Context: an optimization exercise on an open-source flow, tuned for small area and a short achievable clock period. The choices shown serve that exercise and are no tape-out recipe. Only simulation tests tie the RTL to the original design; equivalence was not proved. No activity file was given, so power comes from the tool's default toggle rates.

Setup of job 9162:
==> flow/design.v (excerpt) <==
module risc_v_superscalar(
	input logic clk,
	input logic rst,
	output logic [27:0]  imem_line_addr,	 
	input  logic [127:0] imem_line,		 
	output logic [31:0]  cdb_data,
	output logic [5:0]   cdb_tag,
	output logic         cdb_valid,
	output logic         cdb_branch,
	output logic         cdb_branch_taken
);
clock: 95.0 ns
lec_check: 0
cap_margin: 30
core_margin: 2
core_utilization: 50
cts_cluster_diameter: 120
cts_cluster_size: 22
place_density: 0.66
slew_margin: 30
standard.sh (not shown) runs the stock make flow with config.mk's settings and CLKGATE_MAP_FILE= SYNTH_SCRIPT=/design/flow/synth_recipe.tcl, a recipe that flattens the netlist after the stock synthesis.
==> flow/flow/run.sh <==
#!/bin/bash
# Layout flow. Every step is the standard flow (standard.sh), with these changes:
#  1. Synthesis: the standard synthesis runs first (synth_standard.log). Then the design is
#     synthesized again in orfs_area/ with ORFS's synthesis, each module on its own
#     (SYNTH_HIERARCHICAL 1, flattened at the end by synth_recipe.tcl), and with one file changed
#     in a copy of ORFS's scripts: abc_speed.script is replaced by abc_map.script, an ABC script
#     that maps for area (no buffering or gate sizing towards ABC's delay target; the layout's
#     timing repair sizes the gates that need it). match_regs.py checks that both netlists have
#     the same registers (the same names up to Yosys's cell-type tag, each in the same cell type)
#     and gives them the standard synthesis's names; only then does this netlist replace the
#     standard one. Otherwise the standard netlist is kept.
#  2. Layout (standard.log): the port buffers are buf_4 cells (buffer_ports picks a clkdlybuf4s50
#     delay cell otherwise), and timing repair (after CTS and after global routing) works on every
#     path longer than 20 ns, and antenna repair after detailed routing may take up to 10 rounds
#     (ORFS's default is 5). The constraints stay the design's (95 ns clock, same I/O delays).
# Each tool's output goes to the logs named above and ORFS's own logs under orfs*/logs.
set -euo pipefail
W=$PWD
R=$W/orfs/results/$FLOW_PLATFORM/risc_v_superscalar/base
RA=$W/orfs_area/results/$FLOW_PLATFORM/risc_v_superscalar/base

bash standard.sh synth > synth_standard.log 2>&1
cp "$R/1_2_yosys.v" netlist_standard.v

rm -rf scripts_area
cp -r "$FLOW_HOME/scripts" scripts_area
cp flow/abc_map.script scripts_area/abc_speed.script
sed -e "s#WORK_HOME=[^ ]*#WORK_HOME=$W/orfs_area SCRIPTS_DIR=$W/scripts_area SYNTH_HIERARCHICAL=1#" standard.sh > synth_area.sh
if bash synth_area.sh synth > synth_area.log 2>&1 &&
   python3 flow/match_regs.py netlist_standard.v "$RA/1_2_yosys.v" netlist_area.v > match_regs.log 2>&1; then
  cp netlist_area.v "$R/1_2_yosys.v"
  rm -f "$R/1_synth.odb" "$R/1_synth.sdc"
  echo "area netlist used" >> match_regs.log
else
  echo "standard netlist kept" >> match_regs.log
fi

bash standard.sh "BUFFER_PORTS_ARGS=-buffer_cell sky130_fd_sc_hd__buf_4" SETUP_SLACK_MARGIN=75 MAX_REPAIR_ANTENNAS_ITER_DRT=10 finish > standard.log 2>&1
Other scripts of this flow, unchanged in this note and not shown: flow/flow/abc_map.script, flow/flow/match_regs.py
Inputs modified between job 9162 and job 8196:
# job 9162
export LEC_CHECK = 0
export CAP_MARGIN = 30
export CORE_MARGIN = 2
export CORE_UTILIZATION = 50
export CTS_CLUSTER_DIAMETER = 120
export CTS_CLUSTER_SIZE = 22
export PLACE_DENSITY = 0.66
export SLEW_MARGIN = 30
create_clock -name core_clock -period 95.0 [get_ports {clk}]
# job 8196
export LEC_CHECK = 0
export CAP_MARGIN = 30
export CORE_MARGIN = 2
export CORE_UTILIZATION = 40
export CTS_CLUSTER_DIAMETER = 120
export CTS_CLUSTER_SIZE = 22
export PLACE_DENSITY = 0.6
export SLEW_MARGIN = 30
create_clock -name core_clock -period 95.0 [get_ports {clk}]
diff --git a/flow/flow/run.sh b/flow/flow/run.sh
--- a/flow/flow/run.sh
+++ b/flow/flow/run.sh
@@ -11,3 +11,3 @@
 #     standard one. Otherwise the standard netlist is kept.
-#  2. Layout (standard.log): the port buffers are buf_4 cells (buffer_ports picks a clkdlybuf4s50
+#  2. Layout (standard_place.log up to placement, standard.log after it): the port buffers are buf_4 cells (buffer_ports picks a clkdlybuf4s50
 #     delay cell otherwise), and timing repair (after CTS and after global routing) works on every
@@ -15,2 +15,4 @@
 #     (ORFS's default is 5). The constraints stay the design's (95 ns clock, same I/O delays).
+#  3. After placement, place_outputs.tcl (place_outputs.log) moves each CDB port register, which
+#     drives only its port's buffer, next to that buffer and legalizes the placement again.
 # Each tool's output goes to the logs named above and ORFS's own logs under orfs*/logs.
@@ -37,2 +39,5 @@
 
-bash standard.sh "BUFFER_PORTS_ARGS=-buffer_cell sky130_fd_sc_hd__buf_4" SETUP_SLACK_MARGIN=75 MAX_REPAIR_ANTENNAS_ITER_DRT=10 finish > standard.log 2>&1
+ARGS=("BUFFER_PORTS_ARGS=-buffer_cell sky130_fd_sc_hd__buf_4" SETUP_SLACK_MARGIN=75 MAX_REPAIR_ANTENNAS_ITER_DRT=10)
+bash standard.sh "${ARGS[@]}" place > standard_place.log 2>&1
+PLACE_ODB="$R/3_place.odb" openroad -no_init -exit flow/place_outputs.tcl > place_outputs.log 2>&1
+bash standard.sh "${ARGS[@]}" finish > standard.log 2>&1
==> flow/flow/place_outputs.tcl (new file) <==
# Moves each register that drives only an output port's buffer (the CDB port registers cp_*)
# next to that buffer, then legalizes the placement. Reads and writes the ODB named by
# $::env(PLACE_ODB).
read_db $::env(PLACE_ODB)
set block [ord::get_db_block]
set n 0
foreach inst [$block getInsts] {
  if {![string match "cp_*" [$inst getName]]} continue
  set loads {}
  foreach it [$inst getITerms] {
    if {[[$it getMTerm] getName] ne "Q"} continue
    foreach it2 [[$it getNet] getITerms] {
      if {[$it2 isInputSignal]} { lappend loads [$it2 getInst] }
    }
  }
  if {[llength $loads] != 1 || ![string match "output*" [[lindex $loads 0] getName]]} continue
  set loc [[lindex $loads 0] getLocation]
  $inst setLocation [lindex $loc 0] [lindex $loc 1]
  incr n
}
puts "moved $n port registers"
detailed_placement
check_placement
write_db $::env(PLACE_ODB)
Looking at design area, job 8196 sits about 0.7% higher than job 9162 does.
Job 9162 → job 8196: actual transition at the worst max-transition pin -0.018 ns, worst vdd rail ir drop +about 30%, overall power +about 5%, aggregate routed wire length +37 mm.
Run comparison: job 8196 critical-path cell with the highest stage delay sky130_fd_sc_hd__dfrtp_2; job 9162 critical-path cell with the highest stage delay sky130_fd_sc_hd__dfrtp_1
Per the final summary, job 8196 finished and its layout is clean on timing, DRC and antenna.
What job 5785 does differently from job 8196 at the input level:
# job 8196
export LEC_CHECK = 0
export CAP_MARGIN = 30
export CORE_MARGIN = 2
export CORE_UTILIZATION = 40
export CTS_CLUSTER_DIAMETER = 120
export CTS_CLUSTER_SIZE = 22
export PLACE_DENSITY = 0.6
export SLEW_MARGIN = 30
create_clock -name core_clock -period 95.0 [get_ports {clk}]
# job 5785
export LEC_CHECK = 0
export CAP_MARGIN = 30
export CORE_MARGIN = 2
export CORE_UTILIZATION = 50
export CTS_CLUSTER_DIAMETER = 120
export CTS_CLUSTER_SIZE = 22
export PLACE_DENSITY = 0.66
export SLEW_MARGIN = 30
create_clock -name core_clock -period 95.0 [get_ports {clk}]
## What came out
For via count, job 5785 and job 8196 come out practically identical. Delta (job 5785 minus job 8196): non-clock buffer count now sits lower, final core utilization now sits higher. Of the two values seen for highest-delay cell along the critical path, sky130_fd_sc_hd__dfrtp_1 was produced by job 5785 and sky130_fd_sc_hd__dfrtp_2 by job 8196.


== lane 3 ==
Starting RTL as in the previous note.
==> flow/config.mk <==
export PLATFORM = sky130hd
export DESIGN_NAME = risc_v_superscalar
export DESIGN_NICKNAME = risc_v_superscalar
export VERILOG_FILES = /design/flow/design.v
export SDC_FILE = /design/flow/constraint.sdc
export NUM_CORES = 8
export LEC_CHECK = 0
export CAP_MARGIN = 30
export CORE_MARGIN = 2
export CORE_UTILIZATION = 40
export CTS_CLUSTER_DIAMETER = 100
export CTS_CLUSTER_SIZE = 20
export PLACE_DENSITY = 0.6
export SLEW_MARGIN = 30
==> flow/constraint.sdc <==
create_clock -name core_clock -period 95.0 [get_ports {clk}]
set_input_delay 19.0000 -clock core_clock [delete_from_list [all_inputs] [get_ports {clk}]]
set_output_delay 19.0000 -clock core_clock [all_outputs]
set_load 0.01 [all_outputs]
==> flow/flow/run.sh <==
#!/bin/bash
# Layout flow. Every step is the standard flow (standard.sh), with these changes:
#  1. Synthesis: the standard synthesis runs first (synth_standard.log). Then the same
#     synthesis runs again in orfs_area/ with one file changed in a copy of ORFS's scripts:
#     abc_speed.script is replaced by abc_map.script, which maps the logic for area, without
#     ABC's buffering and gate sizing towards a delay target (timing repair in the layout sizes
#     the gates that need it). match_regs.py checks that both netlists have the same registers
#     (the same Q nets, each in the same cell type) and names them as the standard synthesis
#     does; only then does this netlist replace the standard one. Otherwise the standard netlist
#     is kept.
#  2. Layout (standard.log): the port buffers are buf_4 cells (buffer_ports picks a clkdlybuf4s50
#     delay cell otherwise), and timing repair (after CTS and after global routing) works on every
#     path longer than 20 ns. The constraints stay the design's (95 ns clock, same I/O delays).
# Each tool's output goes to the logs named above and ORFS's own logs under orfs*/logs.
set -euo pipefail
W=$PWD
R=$W/orfs/results/$FLOW_PLATFORM/risc_v_superscalar/base
RA=$W/orfs_area/results/$FLOW_PLATFORM/risc_v_superscalar/base

bash standard.sh synth > synth_standard.log 2>&1
cp "$R/1_2_yosys.v" netlist_standard.v

rm -rf scripts_area
cp -r "$FLOW_HOME/scripts" scripts_area
cp flow/abc_map.script scripts_area/abc_speed.script
sed -e "s#WORK_HOME=[^ ]*#WORK_HOME=$W/orfs_area SCRIPTS_DIR=$W/scripts_area#" standard.sh > synth_area.sh
if bash synth_area.sh synth > synth_area.log 2>&1 &&
   python3 flow/match_regs.py netlist_standard.v "$RA/1_2_yosys.v" netlist_area.v > match_regs.log 2>&1; then
  cp netlist_area.v "$R/1_2_yosys.v"
  rm -f "$R/1_synth.odb" "$R/1_synth.sdc"
  echo "area netlist used" >> match_regs.log
else
  echo "standard netlist kept" >> match_regs.log
fi

bash standard.sh "BUFFER_PORTS_ARGS=-buffer_cell sky130_fd_sc_hd__buf_4" SETUP_SLACK_MARGIN=75 finish > standard.log 2>&1
==> flow/flow/abc_map.script <==
strash
&get -n
&fraig -x
&put
scorr
dc2
strash
&get -n
&dch -f
&nf
&put
Other scripts of this flow, unchanged in this note and not shown: flow/flow/match_regs.py
> inputs changed (lane 3 -> lane 2)
--- a/flow/flow/run.sh
+++ b/flow/flow/run.sh
@@ -5,6 +5,6 @@
-#     abc_speed.script is replaced by abc_map.script, which maps the logic for area, without
-#     ABC's buffering and gate sizing towards a delay target (timing repair in the layout sizes
-#     the gates that need it). match_regs.py checks that both netlists have the same registers
-#     (the same Q nets, each in the same cell type) and names them as the standard synthesis
-#     does; only then does this netlist replace the standard one. Otherwise the standard netlist
-#     is kept.
+#     abc_speed.script is replaced by abc_map.script, which is the same ABC script without its
+#     last steps (buffering and gate sizing towards ABC's delay target) and with area recovery
+#     in its last mapping; the layout's timing repair sizes the gates that need it.
+#     match_regs.py checks that both netlists have the same registers (the same Q nets, each in
+#     the same cell type) and names them as the standard synthesis does; only then does this
+#     netlist replace the standard one. Otherwise the standard netlist is kept.
==> flow/flow/abc_map.script <==
&get -n
&st
&dch
&nf
&st
&syn2
&if -g -K 6
&synch2
&nf
&st
&syn2
&if -g -K 6
&synch2
&nf
&st
&syn2
&if -g -K 6
&synch2
&nf
&st
&syn2
&if -g -K 6
&synch2
&nf
&st
&syn2
&if -g -K 6
&synch2
&nf -R 1000
&put
### Flow results
- Every stage of lane 2 finished as expected; the final checks, on the other hand, flagged antenna rules, which means the layout fails.
- Looking at wire length after detailed routing, lane 2 sits 15% above lane 3.
- Re wire length on met1: lane 3 was lower than lane 2.
- Against lane 3, total sequential power in lane 2 fell slightly.
- Of the two candidates, lane 3 has the worse maximum clock skew at final layout and lane 2 the better one.
- Across both runs, switching share of power was lower for lane 2 than for lane 3.
- Lane 3 → lane 2: overall power lost about 30%, final instance area picked up an extra 0.0027 mm^2, clock transition at the register clock pins on the worst setup and hold paths after CTS neither gained nor lost much, worst hold slack picked up an extra 0.029 ns, overall routing resource usage picked up an extra 4.4 points.
- pcx[6] as the launching element of the worst setup path was reported by lane 3, and cp_data[8] by lane 2.
- Looking at number of vias in the routed layout, lane 2 sits 12700 above lane 3.

what the ideal ports hide:
How much do the figures lean on ideal ports? The routed layouts below were timed once more, with nothing changed but the port constraints. Step 1 (the two cells are an assumption about what drives the block):
set clk [get_ports {clk}]
set_driving_cell -lib_cell sky130_fd_sc_hd__clkbuf_16 $clk
set_driving_cell -lib_cell sky130_fd_sc_hd__buf_2 [delete_from_list [all_inputs] $clk]
Step 2 times the ports against the registers' clock, not the clock port: input delays grow and output delays shrink by t, the midpoint of the rising clock arrivals with the driver on. Three values: no drivers, after step 1, after step 2; two values: the first two.
run | t, ns | slack for setup (ns) | worst data-port slew with drivers (ns) | cell pins on the clock port's net
job 9162 | 1.130 | 74.431 / 74.307 / 74.647 | 0.10 | 1
job 8196 | 1.164 | 74.416 / 74.272 / 74.488 | 0.10 | 1
job 5785 | 1.134 | 74.434 / 74.309 / 74.660 | 0.10 | 1
lane 3 | 1.177 | 74.410 / 74.265 / 74.635 | 0.11 | 1
lane 2 | 1.197 | 74.299 / 74.160 / 74.785 | 0.12 | 1
The worst setup slack also covers recovery checks on asynchronous resets.
